Source: an optimization exercise on an open RTL-to-GDS flow (aim: small area, a short achievable clock period and few clock cycles). Production flows keep margins and buffers that such runs may drop.
The RTL was checked by simulation tests, not by an equivalence proof against the original design.
Power figures rest on the tool's default switching activity, not on a simulated workload.

[config.mk]
export PLATFORM = sky130hd
export DESIGN_NAME = iob_axil_macc
export DESIGN_NICKNAME = iob_axil_macc
export VERILOG_FILES = /design/flow/design.v
export SDC_FILE = /design/flow/constraint.sdc
export NUM_CORES = 4
export LEC_CHECK = 0
export CAP_MARGIN = 20
export CORE_MARGIN = 2
export CORE_UTILIZATION = 40
export SLEW_MARGIN = 20
[constraint.sdc]
create_clock -name core_clock -period 5.0 [get_ports {clk_i}]
set_input_delay 1.0000 -clock core_clock [delete_from_list [all_inputs] [get_ports {clk_i}]]
set_output_delay 1.0000 -clock core_clock [all_outputs]
set_load 0.01 [all_outputs]
[run.sh]
#!/bin/bash
# synth_recipe.tcl (not shown) runs the flow's synth.tcl, then flattens the netlist and writes it again
# the make line also repeats each setting of config.mk as NAME=value (left out here)
make -C /OpenROAD-flow-scripts/flow DESIGN_CONFIG=/design/flow/config.mk WORK_HOME=/design/flow/orfs CLKGATE_MAP_FILE= SYNTH_SCRIPT=/design/flow/synth_recipe.tcl finish
[design.v]
`timescale 1ns / 1ps
module iob_reg_ca #(
   parameter DATA_W  = 1,
   parameter RST_VAL = {DATA_W{1'b0}}
) (
   input                   clk_i,
   input                   cke_i,
   input                   arst_i,
   input      [DATA_W-1:0] data_i,
   output reg [DATA_W-1:0] data_o
);
   always @(posedge clk_i, negedge arst_i) begin
      if (!arst_i) begin
         data_o <= RST_VAL;
      end else if (cke_i) begin
         data_o <= data_i;
      end
   end
endmodule
`timescale 1ns / 1ps
module iob_reg_cae #(
   parameter DATA_W  = 1,
   parameter RST_VAL = {DATA_W{1'b0}}
) (
   input                   clk_i,
   input                   cke_i,
   input                   arst_i,
   input                   en_i,
   input      [DATA_W-1:0] data_i,
   output reg [DATA_W-1:0] data_o
);
   always @(posedge clk_i, negedge arst_i) begin
      if (!arst_i) begin
         data_o <= RST_VAL;
      end else if (cke_i & en_i) begin
         data_o <= data_i;
      end
   end
endmodule
`timescale 1ns / 1ps
module iob_reverse #(
   parameter DATA_W = 21
) (
   input  [DATA_W-1:0] data_i,
   output [DATA_W-1:0] data_o
);
   genvar pos;
   generate
      for (pos = 0; pos < DATA_W; pos = pos + 1) begin : reverse
         assign data_o[pos] = data_i[(DATA_W-1)-pos];
      end
   endgenerate
endmodule
`timescale 1ns / 1ps
module iob_prio_enc #(
   parameter W    = 21,
   parameter MODE = "LOW"
) (
   input      [          W-1:0] unencoded_i,
   output reg [$clog2(W+1)-1:0] encoded_o
);
   wire [W+1-1:0] unencoded_int;
   assign unencoded_int = {(~(|unencoded_i)), unencoded_i};
   integer pos;
   generate
      if (MODE == "LOW") begin : gen_low_prio
         always @* begin
            encoded_o = 1'b0;   
            for (pos = W; pos != -1; pos = pos - 1) begin
               if (unencoded_int[pos]) begin
                  encoded_o = pos[$clog2(W)-1:0];
               end
            end
         end
      end else begin : gen_highest_prio   
         always @* begin
            encoded_o = 1'b0;   
            for (pos = {W{1'd0}}; pos < (W + 1); pos = pos + 1) begin
               if (unencoded_int[pos]) begin
                  encoded_o = pos[$clog2(W)-1:0];
               end
            end
         end
      end
   endgenerate
endmodule
`timescale 1ns / 1ps
module iob_ctls #(
   parameter W      = 21,
   parameter MODE   = 0,    
   parameter SYMBOL = 0     
) (
   input  [          W-1:0] data_i,
   output [$clog2(W+1)-1:0] count_o
);
   wire [W-1:0] data_int1;
   generate
      if (SYMBOL == 0) begin : g_zeros
         assign data_int1 = data_i;
      end else begin : g_ones
         assign data_int1 = ~data_i;
      end
   endgenerate
   wire [W-1:0] data_int2;
   generate
      if (MODE == 1) begin : g_reverse
         iob_reverse #(W) reverse0 (
            .data_i(data_int1),
            .data_o(data_int2)
         );
      end else begin : g_noreverse
         assign data_int2 = data_int1;
      end
   endgenerate
   iob_prio_enc #(
      .W   (W),
      .MODE("LOW")
   ) prio_encoder0 (
      .unencoded_i(data_int2),
      .encoded_o  (count_o)
   );
endmodule
`timescale 1ns / 1ps
module iob_axil2iob #(
   parameter AXIL_ADDR_W = 21,            
   parameter AXIL_DATA_W = 21,            
   parameter ADDR_W      = AXIL_ADDR_W,   
   parameter DATA_W      = AXIL_DATA_W    
) (
   input                      clk_i,
   input                      cke_i,
   input                      arst_i,
   input  [  AXIL_ADDR_W-1:0] axil_araddr_i,
   input                      axil_arvalid_i,
   output                     axil_arready_o,
   output [  AXIL_DATA_W-1:0] axil_rdata_o,
   output [            2-1:0] axil_rresp_o,
   output                     axil_rvalid_o,
   input                      axil_rready_i,
   input  [  AXIL_ADDR_W-1:0] axil_awaddr_i,
   input                      axil_awvalid_i,
   output                     axil_awready_o,
   input  [  AXIL_DATA_W-1:0] axil_wdata_i,
   input  [AXIL_DATA_W/8-1:0] axil_wstrb_i,
   input                      axil_wvalid_i,
   output                     axil_wready_o,
   output [            2-1:0] axil_bresp_o,
   output                     axil_bvalid_o,
   input                      axil_bready_i,
   output                     iob_valid_o,
   output [       ADDR_W-1:0] iob_addr_o,
   output [       DATA_W-1:0] iob_wdata_o,
   output [     DATA_W/8-1:0] iob_wstrb_o,
   input                      iob_rvalid_i,
   input  [       DATA_W-1:0] iob_rdata_i,
   input                      iob_ready_i,
   output                     iob_rready_o
);
   localparam WSTRB_W = DATA_W / 8;
   wire [ADDR_W-1:0] iob_addr;
   wire              iob_addr_en;
   assign axil_wready_o = iob_ready_i;
   assign axil_bresp_o  = 2'b0;
   wire axil_bvalid_nxt;
   assign axil_bvalid_nxt = (iob_valid_o & (|iob_wstrb_o)) ? iob_ready_i : (axil_bvalid_o & ~axil_bready_i);
   assign axil_arready_o = iob_ready_i;
   assign axil_rresp_o = 2'b0;
   assign axil_rvalid_o = iob_rvalid_i;
   assign axil_rdata_o = iob_rdata_i;
   assign iob_valid_o = axil_wvalid_i | axil_arvalid_i;
   assign iob_addr_o = axil_arvalid_i ? axil_araddr_i : axil_awvalid_i ? axil_awaddr_i : iob_addr;
   assign iob_wdata_o = axil_wdata_i;
   assign iob_wstrb_o = axil_wvalid_i ? axil_wstrb_i : {WSTRB_W{1'b0}};
   assign iob_rready_o = axil_rready_i;
   assign iob_addr_en = axil_arvalid_i | axil_awvalid_i;
   iob_reg_ca #(
      .DATA_W (1),
      .RST_VAL(0)
   ) iob_reg_bvalid (
      .clk_i (clk_i),
      .cke_i (cke_i),
      .arst_i(arst_i),
      .data_i(axil_bvalid_nxt),
      .data_o(axil_bvalid_o)
   );
   iob_reg_cae #(
      .DATA_W (ADDR_W),
      .RST_VAL(0)
   ) iob_reg_addr (
      .clk_i (clk_i),
      .cke_i (cke_i),
      .arst_i(arst_i),
      .en_i  (iob_addr_en),
      .data_i(iob_addr_o),
      .data_o(iob_addr)
   );
   wire awready_en;
   wire axil_awready_nxt;
   assign awready_en       = axil_awready_o ? axil_awvalid_i : (axil_bvalid_o & axil_bready_i);
   assign axil_awready_nxt = ~axil_awready_o;   
   iob_reg_cae #(
      .DATA_W (1),
      .RST_VAL(1)
   ) iob_reg_awready (
      .clk_i (clk_i),
      .cke_i (cke_i),
      .arst_i(arst_i),
      .en_i  (awready_en),
      .data_i(axil_awready_nxt),
      .data_o(axil_awready_o)
   );
endmodule
`timescale 1ns / 1ps
module iob_axil_macc_csrs #(
   parameter ADDR_W = 4,   
   parameter DATA_W = 32
) (
   input                 clk_i,
   input                 cke_i,
   input                 arst_i,
   input  [       2-1:0] axil_araddr_i,
   input                 axil_arvalid_i,
   output                axil_arready_o,
   output [  DATA_W-1:0] axil_rdata_o,
   output [       2-1:0] axil_rresp_o,
   output                axil_rvalid_o,
   input                 axil_rready_i,
   input  [       2-1:0] axil_awaddr_i,
   input                 axil_awvalid_i,
   output                axil_awready_o,
   input  [  DATA_W-1:0] axil_wdata_i,
   input  [DATA_W/8-1:0] axil_wstrb_i,
   input                 axil_wvalid_i,
   output                axil_wready_o,
   output [       2-1:0] axil_bresp_o,
   output                axil_bvalid_o,
   input                 axil_bready_i,
   output                en_o,
   input                 done_i,
   output                load_o,
   output [       8-1:0] a_o,
   output [       8-1:0] b_o,
   input  [      16-1:0] c_i
);
   wire                internal_iob_valid;
   wire [  ADDR_W-1:0] internal_iob_addr;
   wire [  DATA_W-1:0] internal_iob_wdata;
   wire [DATA_W/8-1:0] internal_iob_wstrb;
   wire                internal_iob_rvalid;
   wire [  DATA_W-1:0] internal_iob_rdata;
   wire                internal_iob_ready;
   wire                internal_iob_rready;
   wire                state;
   reg                 state_nxt;
   wire                write_en;
   wire [  ADDR_W-1:0] internal_iob_addr_stable;
   wire [  ADDR_W-1:0] internal_iob_addr_reg;
   wire                internal_iob_addr_reg_en;
   wire                en_wdata;
   wire                en_wen;
   wire                load_wdata;
   wire                load_wen;
   wire [       8-1:0] a_wdata;
   wire                a_wen;
   wire [       8-1:0] b_wdata;
   wire                b_wen;
   wire                iob_rvalid_out;
   reg                 iob_rvalid_nxt;
   wire [      32-1:0] iob_rdata_out;
   reg  [      32-1:0] iob_rdata_nxt;
   wire                iob_ready_out;
   reg                 iob_ready_nxt;
   reg                 iob_addr_i_0_8;
   reg                 iob_addr_i_4_16;
   reg                 iob_addr_i_8_0;
   function [31:0] iob_max;
      input [31:0] a;
      input [31:0] b;
      begin
         if (a > b) iob_max = a;
         else iob_max = b;
      end
   endfunction
   function [31:0] iob_min;
      input [31:0] a;
      input [31:0] b;
      begin
         if (a < b) iob_min = a;
         else iob_min = b;
      end
   endfunction
   function [31:0] iob_cshift_left;
      input [31:0] DATA;
      input integer DATA_W;
      input integer SHIFT;
      begin
         iob_cshift_left = (DATA << SHIFT) | (DATA >> (DATA_W - SHIFT));
      end
   endfunction
   function [31:0] iob_cshift_right;
      input [31:0] DATA;
      input integer DATA_W;
      input integer SHIFT;
      begin
         iob_cshift_right = (DATA >> SHIFT) | (DATA << (DATA_W - SHIFT));
      end
   endfunction
   localparam WSTRB_W = DATA_W / 8;
   localparam WAIT_REQ = 1'd0;
   localparam WAIT_RVALID = 1'd1;
   assign internal_iob_addr_reg_en = (state == WAIT_REQ);
   assign internal_iob_addr_stable = (state == WAIT_RVALID) ? internal_iob_addr_reg : internal_iob_addr;
   assign write_en = |internal_iob_wstrb;
   wire [($clog2(WSTRB_W)+1)-1:0] byte_offset;
   iob_ctls #(
      .W     (WSTRB_W),
      .MODE  (0),
      .SYMBOL(0)
   ) bo_inst (
      .data_i (internal_iob_wstrb),
      .count_o(byte_offset)
   );
   wire [ADDR_W-1:0] waddr;
   assign waddr    = ((internal_iob_addr_stable>>$clog2((DATA_W/8)))<<$clog2((DATA_W/8))) + byte_offset;
   assign en_wdata = internal_iob_wdata[0+:1];
   wire en_addressed_w;
   assign en_addressed_w = (waddr >= 0) && (waddr < 1);
   assign en_wen         = internal_iob_valid & (write_en & en_addressed_w);
   iob_reg_cae #(
      .DATA_W (1),
      .RST_VAL(1'd0)
   ) en_datareg (
      .clk_i (clk_i),
      .cke_i (cke_i),
      .arst_i(arst_i),
      .en_i  (en_wen),
      .data_i(en_wdata),
      .data_o(en_o)
   );
   assign load_wdata = internal_iob_wdata[16+:1];
   wire load_addressed_w;
   assign load_addressed_w = (waddr >= 2) && (waddr < 3);
   assign load_wen         = internal_iob_valid & (write_en & load_addressed_w);
   iob_reg_cae #(
      .DATA_W (1),
      .RST_VAL(1'd0)
   ) load_datareg (
      .clk_i (clk_i),
      .cke_i (cke_i),
      .arst_i(arst_i),
      .en_i  (load_wen),
      .data_i(load_wdata),
      .data_o(load_o)
   );
   assign a_wdata = internal_iob_wdata[24+:8];
   wire a_addressed_w;
   assign a_addressed_w = (waddr >= 3) && (waddr < 4);
   assign a_wen         = internal_iob_valid & (write_en & a_addressed_w);
   iob_reg_cae #(
      .DATA_W (8),
      .RST_VAL(8'd0)
   ) a_datareg (
      .clk_i (clk_i),
      .cke_i (cke_i),
      .arst_i(arst_i),
      .en_i  (a_wen),
      .data_i(a_wdata),
      .data_o(a_o)
   );
   assign b_wdata = internal_iob_wdata[0+:8];
   wire b_addressed_w;
   assign b_addressed_w = (waddr >= 4) && (waddr < 5);
   assign b_wen         = internal_iob_valid & (write_en & b_addressed_w);
   iob_reg_cae #(
      .DATA_W (8),
      .RST_VAL(8'd0)
   ) b_datareg (
      .clk_i (clk_i),
      .cke_i (cke_i),
      .arst_i(arst_i),
      .en_i  (b_wen),
      .data_i(b_wdata),
      .data_o(b_o)
   );
   assign internal_iob_rvalid = iob_rvalid_out;
   assign internal_iob_rdata  = iob_rdata_out;
   assign internal_iob_ready  = iob_ready_out;
   wire [7:0] byte_aligned_done_i;
   assign byte_aligned_done_i = done_i;
   wire [15:0] byte_aligned_c_i;
   assign byte_aligned_c_i = c_i;
   always @* begin
      iob_rdata_nxt  = 32'd0;
      iob_addr_i_0_8 = (((internal_iob_addr_stable>>$clog2((DATA_W/8)))<<$clog2((DATA_W/8))) == 0);
      if (iob_addr_i_0_8) begin
         iob_rdata_nxt[8+:8] = byte_aligned_done_i | 8'd0;
      end
      iob_addr_i_4_16 = ((
      ((internal_iob_addr_stable>>$clog2((DATA_W/8)))<<$clog2((DATA_W/8)))
      >= 4) && (
      ((internal_iob_addr_stable>>$clog2((DATA_W/8)))<<$clog2((DATA_W/8)))
      < 8));
      if (iob_addr_i_4_16) begin
         iob_rdata_nxt[16+:16] = byte_aligned_c_i | 16'd0;
      end
      iob_addr_i_8_0 = (((internal_iob_addr_stable>>$clog2((DATA_W/8)))<<$clog2((DATA_W/8))) == 8);
      if (iob_addr_i_8_0) begin
         iob_rdata_nxt[0+:16] = 16'h0081 | 16'd0;
      end
      iob_ready_nxt  = 1'b0;
      iob_rvalid_nxt = 1'b0;
      state_nxt      = state;
      case (state)
         WAIT_REQ: begin
            if (internal_iob_valid & (!internal_iob_ready)) begin   
               iob_ready_nxt = 1'b1;
               if (iob_ready_nxt && (!write_en)) begin
                  state_nxt = WAIT_RVALID;
               end
            end
         end
         default: begin   
            if (internal_iob_rready & internal_iob_rvalid) begin   
               iob_rvalid_nxt = 1'b0;
               state_nxt      = WAIT_REQ;
            end else begin
               iob_rvalid_nxt = 1'b1;
            end
         end
      endcase
   end   
   iob_reg_cae #(
      .DATA_W (ADDR_W),
      .RST_VAL({ADDR_W{1'b0}})
   ) internal_addr_reg (
      .clk_i (clk_i),
      .cke_i (cke_i),
      .arst_i(arst_i),
      .en_i  (internal_iob_addr_reg_en),
      .data_i(internal_iob_addr),
      .data_o(internal_iob_addr_reg)
   );
   iob_reg_ca #(
      .DATA_W (1),
      .RST_VAL(1'b0)
   ) state_reg (
      .clk_i (clk_i),
      .cke_i (cke_i),
      .arst_i(arst_i),
      .data_i(state_nxt),
      .data_o(state)
   );
   iob_axil2iob #(
      .AXIL_ADDR_W(ADDR_W),
      .AXIL_DATA_W(DATA_W)
   ) iob_axil2iob_coverter (
      .clk_i         (clk_i),
      .cke_i         (cke_i),
      .arst_i        (arst_i),
      .axil_araddr_i ({axil_araddr_i, 2'b0}),
      .axil_arvalid_i(axil_arvalid_i),
      .axil_arready_o(axil_arready_o),
      .axil_rdata_o  (axil_rdata_o),
      .axil_rresp_o  (axil_rresp_o),
      .axil_rvalid_o (axil_rvalid_o),
      .axil_rready_i (axil_rready_i),
      .axil_awaddr_i ({axil_awaddr_i, 2'b0}),
      .axil_awvalid_i(axil_awvalid_i),
      .axil_awready_o(axil_awready_o),
      .axil_wdata_i  (axil_wdata_i),
      .axil_wstrb_i  (axil_wstrb_i),
      .axil_wvalid_i (axil_wvalid_i),
      .axil_wready_o (axil_wready_o),
      .axil_bresp_o  (axil_bresp_o),
      .axil_bvalid_o (axil_bvalid_o),
      .axil_bready_i (axil_bready_i),
      .iob_valid_o   (internal_iob_valid),
      .iob_addr_o    (internal_iob_addr),
      .iob_wdata_o   (internal_iob_wdata),
      .iob_wstrb_o   (internal_iob_wstrb),
      .iob_rvalid_i  (internal_iob_rvalid),
      .iob_rdata_i   (internal_iob_rdata),
      .iob_ready_i   (internal_iob_ready),
      .iob_rready_o  (internal_iob_rready)
   );
   iob_reg_ca #(
      .DATA_W (1),
      .RST_VAL(1'b0)
   ) rvalid_reg (
      .clk_i (clk_i),
      .cke_i (cke_i),
      .arst_i(arst_i),
      .data_i(iob_rvalid_nxt),
      .data_o(iob_rvalid_out)
   );
   iob_reg_ca #(
      .DATA_W (32),
      .RST_VAL(32'b0)
   ) rdata_reg (
      .clk_i (clk_i),
      .cke_i (cke_i),
      .arst_i(arst_i),
      .data_i(iob_rdata_nxt),
      .data_o(iob_rdata_out)
   );
   iob_reg_ca #(
      .DATA_W (1),
      .RST_VAL(1'b0)
   ) ready_reg (
      .clk_i (clk_i),
      .cke_i (cke_i),
      .arst_i(arst_i),
      .data_i(iob_ready_nxt),
      .data_o(iob_ready_out)
   );
endmodule
`timescale 1ns / 1ps
module iob_axil_macc #(
   parameter DATA_W = 32
) (
   input                 clk_i,
   input                 cke_i,
   input                 arst_i,
   input  [       2-1:0] iob_csrs_axil_araddr_i,
   input                 iob_csrs_axil_arvalid_i,
   output                iob_csrs_axil_arready_o,
   output [  DATA_W-1:0] iob_csrs_axil_rdata_o,
   output [       2-1:0] iob_csrs_axil_rresp_o,
   output                iob_csrs_axil_rvalid_o,
   input                 iob_csrs_axil_rready_i,
   input  [       2-1:0] iob_csrs_axil_awaddr_i,
   input                 iob_csrs_axil_awvalid_i,
   output                iob_csrs_axil_awready_o,
   input  [  DATA_W-1:0] iob_csrs_axil_wdata_i,
   input  [DATA_W/8-1:0] iob_csrs_axil_wstrb_i,
   input                 iob_csrs_axil_wvalid_i,
   output                iob_csrs_axil_wready_o,
   output [       2-1:0] iob_csrs_axil_bresp_o,
   output                iob_csrs_axil_bvalid_o,
   input                 iob_csrs_axil_bready_i
);
   wire          en;
   reg           enp;
   wire          en_int;
   wire          load;
   wire [ 8-1:0] a;
   wire [ 8-1:0] b;
   wire [16-1:0] mul1;
   wire [16-1:0] mul2;
   wire [16-1:0] acc;
   wire [ 3-1:0] done;
   wire          done_int;
   reg           en_int_nxt;
   reg  [16-1:0] mul1_nxt;
   reg  [16-1:0] mul2_nxt;
   reg  [16-1:0] acc_nxt;
   reg  [ 3-1:0] done_nxt;
   reg           done_int_nxt;
   always @(*) begin
      mul1_nxt     = a * b;
      mul2_nxt     = mul1;
      en_int_nxt   = en;
      enp          = en & ~en_int;
      acc_nxt      = done[2] ? (load ? mul2 : mul2 + acc) : acc;
      done_nxt     = {done[1], done[0], enp};
      done_int_nxt = enp ? 1'b0 : (done[2] | done_int);
   end
   iob_axil_macc_csrs iob_csrs (
      .clk_i         (clk_i),
      .cke_i         (cke_i),
      .arst_i        (arst_i),
      .axil_araddr_i (iob_csrs_axil_araddr_i),
      .axil_arvalid_i(iob_csrs_axil_arvalid_i),
      .axil_arready_o(iob_csrs_axil_arready_o),
      .axil_rdata_o  (iob_csrs_axil_rdata_o),
      .axil_rresp_o  (iob_csrs_axil_rresp_o),
      .axil_rvalid_o (iob_csrs_axil_rvalid_o),
      .axil_rready_i (iob_csrs_axil_rready_i),
      .axil_awaddr_i (iob_csrs_axil_awaddr_i),
      .axil_awvalid_i(iob_csrs_axil_awvalid_i),
      .axil_awready_o(iob_csrs_axil_awready_o),
      .axil_wdata_i  (iob_csrs_axil_wdata_i),
      .axil_wstrb_i  (iob_csrs_axil_wstrb_i),
      .axil_wvalid_i (iob_csrs_axil_wvalid_i),
      .axil_wready_o (iob_csrs_axil_wready_o),
      .axil_bresp_o  (iob_csrs_axil_bresp_o),
      .axil_bvalid_o (iob_csrs_axil_bvalid_o),
      .axil_bready_i (iob_csrs_axil_bready_i),
      .en_o          (en),
      .done_i        (done_int),
      .load_o        (load),
      .a_o           (a),
      .b_o           (b),
      .c_i           (acc)
   );
   iob_reg_ca #(
      .DATA_W (1),
      .RST_VAL(0)
   ) en_int_reg (
      .clk_i (clk_i),
      .cke_i (cke_i),
      .arst_i(arst_i),
      .data_i(en_int_nxt),
      .data_o(en_int)
   );
   iob_reg_ca #(
      .DATA_W (16),
      .RST_VAL(0)
   ) mul1_reg (
      .clk_i (clk_i),
      .cke_i (cke_i),
      .arst_i(arst_i),
      .data_i(mul1_nxt),
      .data_o(mul1)
   );
   iob_reg_ca #(
      .DATA_W (16),
      .RST_VAL(0)
   ) mul2_reg (
      .clk_i (clk_i),
      .cke_i (cke_i),
      .arst_i(arst_i),
      .data_i(mul2_nxt),
      .data_o(mul2)
   );
   iob_reg_ca #(
      .DATA_W (16),
      .RST_VAL(0)
   ) acc_reg (
      .clk_i (clk_i),
      .cke_i (cke_i),
      .arst_i(arst_i),
      .data_i(acc_nxt),
      .data_o(acc)
   );
   iob_reg_ca #(
      .DATA_W (3),
      .RST_VAL(0)
   ) done_reg (
      .clk_i (clk_i),
      .cke_i (cke_i),
      .arst_i(arst_i),
      .data_i(done_nxt),
      .data_o(done)
   );
   iob_reg_ca #(
      .DATA_W (1),
      .RST_VAL(0)
   ) done_int_reg (
      .clk_i (clk_i),
      .cke_i (cke_i),
      .arst_i(arst_i),
      .data_i(done_int_nxt),
      .data_o(done_int)
   );
endmodule
==> run notes <==
Post-Layout Inst Area = 7838 um2
post-CTS resize count = 0
crit path kind = flop to flop
largest net degree at the start of global routing = 57
Crit path required time = 5230 ps
row count = 47
Pwr Density = 516.6 nW/um2
# diodes = 0
Setup crit start kind = flop
DP Worst Slack = 364.5 ps
starting density of the core = 41.01%
DR vias/cell = 5.029
worst path cell trace = and2_1 -> fa_1 -> fa_1 -> fa_1 -> inv_1 -> fa_1 -> inv_1 -> ha_1 -> or3_1 -> o21ai_0 -> a21oi_1 -> a21oi_1 -> o21ai_1 -> xor2_1 -> mux2_2
final worst path period need = 4670 ps
R2R cell count = 15
routed len/inst = 14.20 um
ANT nets after route = 0
Worst-Margin Slew = 882.3 ps
Post-Syn Area = 6800 um2
cts bufs inserted = 9
RR Startpoint = iob_csrs.a_datareg.data_o[1]
syn_area_per_cell = 10.30 um2
CP Max Fanout = 9
CTS tree = done
Levels on crit path = 15
fin cells = 931
Final WS setup = 329.9 ps
initial antenna violation count = 0
Synth cell types = 55
Fillers = 1537
DIE AREA = 18060 um2
hold crit path type = flop to flop
fin. max-slew vios = 0
r2r endpoint = mul1_reg.data_o[13]
final setup fails = 0
post-route clock period utilization = 93.40%
max incr delay on CP = 540 ps
Cells after Synth = 660
worst setup path start = iob_csrs.a_datareg.data_o[1]
Overall Power = 4.049 mW
IO Count = 89
total leakage power = 3.851 nW
prevailing post-synth register cell = dfrtp_1
DP Wirelength = 10190 um
final hold viol count = 0
Die X-Extent = 134.4 um
EDFF count, synth = 0
top-area cell type share of the netlist area = 35.69%
Rel. slew slack = 41.04%
DR iter-0 viols = 233
Die Y-Extent = 134.4 um
Placed Instances = 915
status = no timing/DRC/antenna violations
DR pass1 iterations = 4
Final TNS setup = 0 ps
Clk Latency, worst-skew pair = 350 ps
Ys Warns = 13
Nets = 842
commonest non-fill, non-tap cell in the layout = dfrtp_1
Longest Clk Path Bufs = 2
Reg clk slew, reported paths = 60 ps
VDD IR max = 0.2705 mV
CP endpoint = mul1_reg.data_o[13]
DRT Wirelength = 13220 um
layout cells sized above 1 = 7.876%
CP arrival = 4900 ps
most frequent cells in the layout = 97 x dfrtp_1, 61 x inv_1, 56 x nand2_1
critical path's top delay family = adder cells
Max Freq = 214.1 MHz
Worst path most repeated cell = fa_1
Post-DP Area = 7487 um2
# DRC = 0
register bit total from synthesis = 98
Crit. End Element = flop
share of async-settable or async-resettable flops after synthesis = 100.0%
area leader, netlist = dfrtp_1
first-pass GRT wire length = 23090 um
number of buffers added on ports = 56
flop2flop setup slack = 330 ps
Buf+Inv Stages, Crit Path = 2
RSZ-0062 raised after global routing = false
Layout area overhead = 15.25%
skew final = 7.434 ps
count of hold-fix buffers inserted at cts = 0
Clock Root Buffer = clkbuf_16
Synth area leaders = dfrtp_1 36%, fa_1 11%, ha_1 9.4%, mux2_2 5.3%, and2_1 4.0%
register area share after synthesis = 36.08%
clock sinks = 98
H-tree Lvls = 3
GRT Residual Overflow = 0
hold depth = 2
GPL Wtd Cong = 0.8566
total core area = 16580 um2
Max Cap Violations = 0
CP max stage cell = fa_1
vias in the first global route = 4654
DR vias = 4682
Total GRT Usage = 15.83%
Post-CTS Setup Bufs = 0
## cell type report
| type | instances | area, um2 | share of cell area (%) |
|---|---|---|---|
| Multi-Input combinational cell | 475 | 3943 | 50.30 |
| Sequential cell | 98 | 2454 | 31.31 |
| Clock buffer | 11 | 242.7 | 3.097 |
| Tap cell | 220 | 275.3 | 3.512 |
| Timing Repair Buffer | 60 | 583.1 | 7.439 |
| Inverter | 62 | 232.7 | 2.969 |
| Clock inverter | 5 | 107.6 | 1.373 |
## cells in the mapped netlist, drive strengths merged, types with 3 or more instances
cell type and count:
mux2i 11, nor2 15, a211oi 5, o211ai 3, and3 3, a22o 16, xor2 7, mux2 48
fa 37, nor3 8, nand3 11, buf 25, xnor2 11, nand2 56, ha 51, nor2b 4
a21o 12, dfrtp 97, a31oi 7, o21a 11, clkbuf 16, o21ai 42, inv 61, a21oi 28
and2 44, nand2b 3
## worst reg2reg max path: cells and delay by family (launching register included)
kind / cells / cell delay, ps
multiplexers: 1 / 260
flip-flops: 1 / 470
adder cells (fa/ha/maj): 5 / 2420
buffers and inverters: 2 / 90
AO/OA/AOI/OAI: 4 / 620
XOR/XNOR: 1 / 150
AND/OR/NAND/NOR: 2 / 530
## metrics by stage
stage                     hold slack, ps  util [%]
after floorplan                    447.6         -
after global placement             469.7     45.15
final                              481.6     47.26
after global routing               498.4     47.26
after detailed placement           470.7     45.15
after CTS                          485.6     47.26
## registers in the layout, summed over array words and instances, names as in the netlist, 2 cells and up
name and count:
iob_csrs.rdata_reg.data_o 18, acc_reg.data_o 16, mul1_reg.data_o 16, mul2_reg.data_o 16
iob_csrs.a_datareg.data_o 8, iob_csrs.b_datareg.data_o 8, done_reg.data_o 3, iob_csrs.internal_addr_reg.data_o 2
iob_csrs.iob_axil2iob_coverter.iob_reg_addr.data_o 2
## cells by family after synthesis
group / share of synthesized area, %
adders and majority gates: 20.28
xor gates and xnor gates: 2.318
other: 0.05514
DFF: 36.08
and+or+nand+nor: 11.15
muxes: 9.568
AOI/OAI and AO/OA: 13.73
buffers and inverters: 6.826
## worst min path at each step
stage	end	slack [ps]
after floorplan	mul1_reg.data_o[10]	450
after global placement	flop	470
after detailed placement	flop	470
after CTS	flop	490
after global routing	flop	500
final	flop	480
## power by group
group / switching, mW / internal, mW / leakage [nW]
sequential: 0.319 / 1.08 / 1.27
combinational: 0.945 / 0.905 / 2.41
clock: 0.297 / 0.506 / 0.171
total: 1.56 / 2.49 / 3.85
## routing by layer
metal	up-vias	share of wire, %	global-route usage (%)
met5	-	0	0
met3	11	3.0	3.628
met1	2277	49	22.04
li1	2329	-	-
met2	65	47	25.20
met4	0	1.1	3.743
Testbench counts, summed over its fixed seeds: cycles 58,632.

==> static timing again, ports no longer ideal <==
Ports are ideal in the flow. The routed layout listed here was re-timed in OpenROAD.
Step 1, drivers: a clkbuf_16 drives clk_i and a buf_2 each remaining input, both assumed.
Step 2, shift: input delay + t, output delay - t, t = (earliest + latest rising clock arrival at the registers) / 2. This alone moves slack from input paths to output paths.
Three values: ideal ports, drivers, drivers and shift; two values: the first two.
shift t [ns]: 0.388
setup WS [ns]: 0.330 / 0.330 / 0.330
worst hold slack (ns): 0.482 / 0.482 / 0.482
worst setup path at the end: register to register
worst data-port slew with drivers (ns): 0.04
After both steps this run still meets setup and hold. The setup slack of this run moves by 0.000 ns with the drivers and by 0.000 ns with both steps.
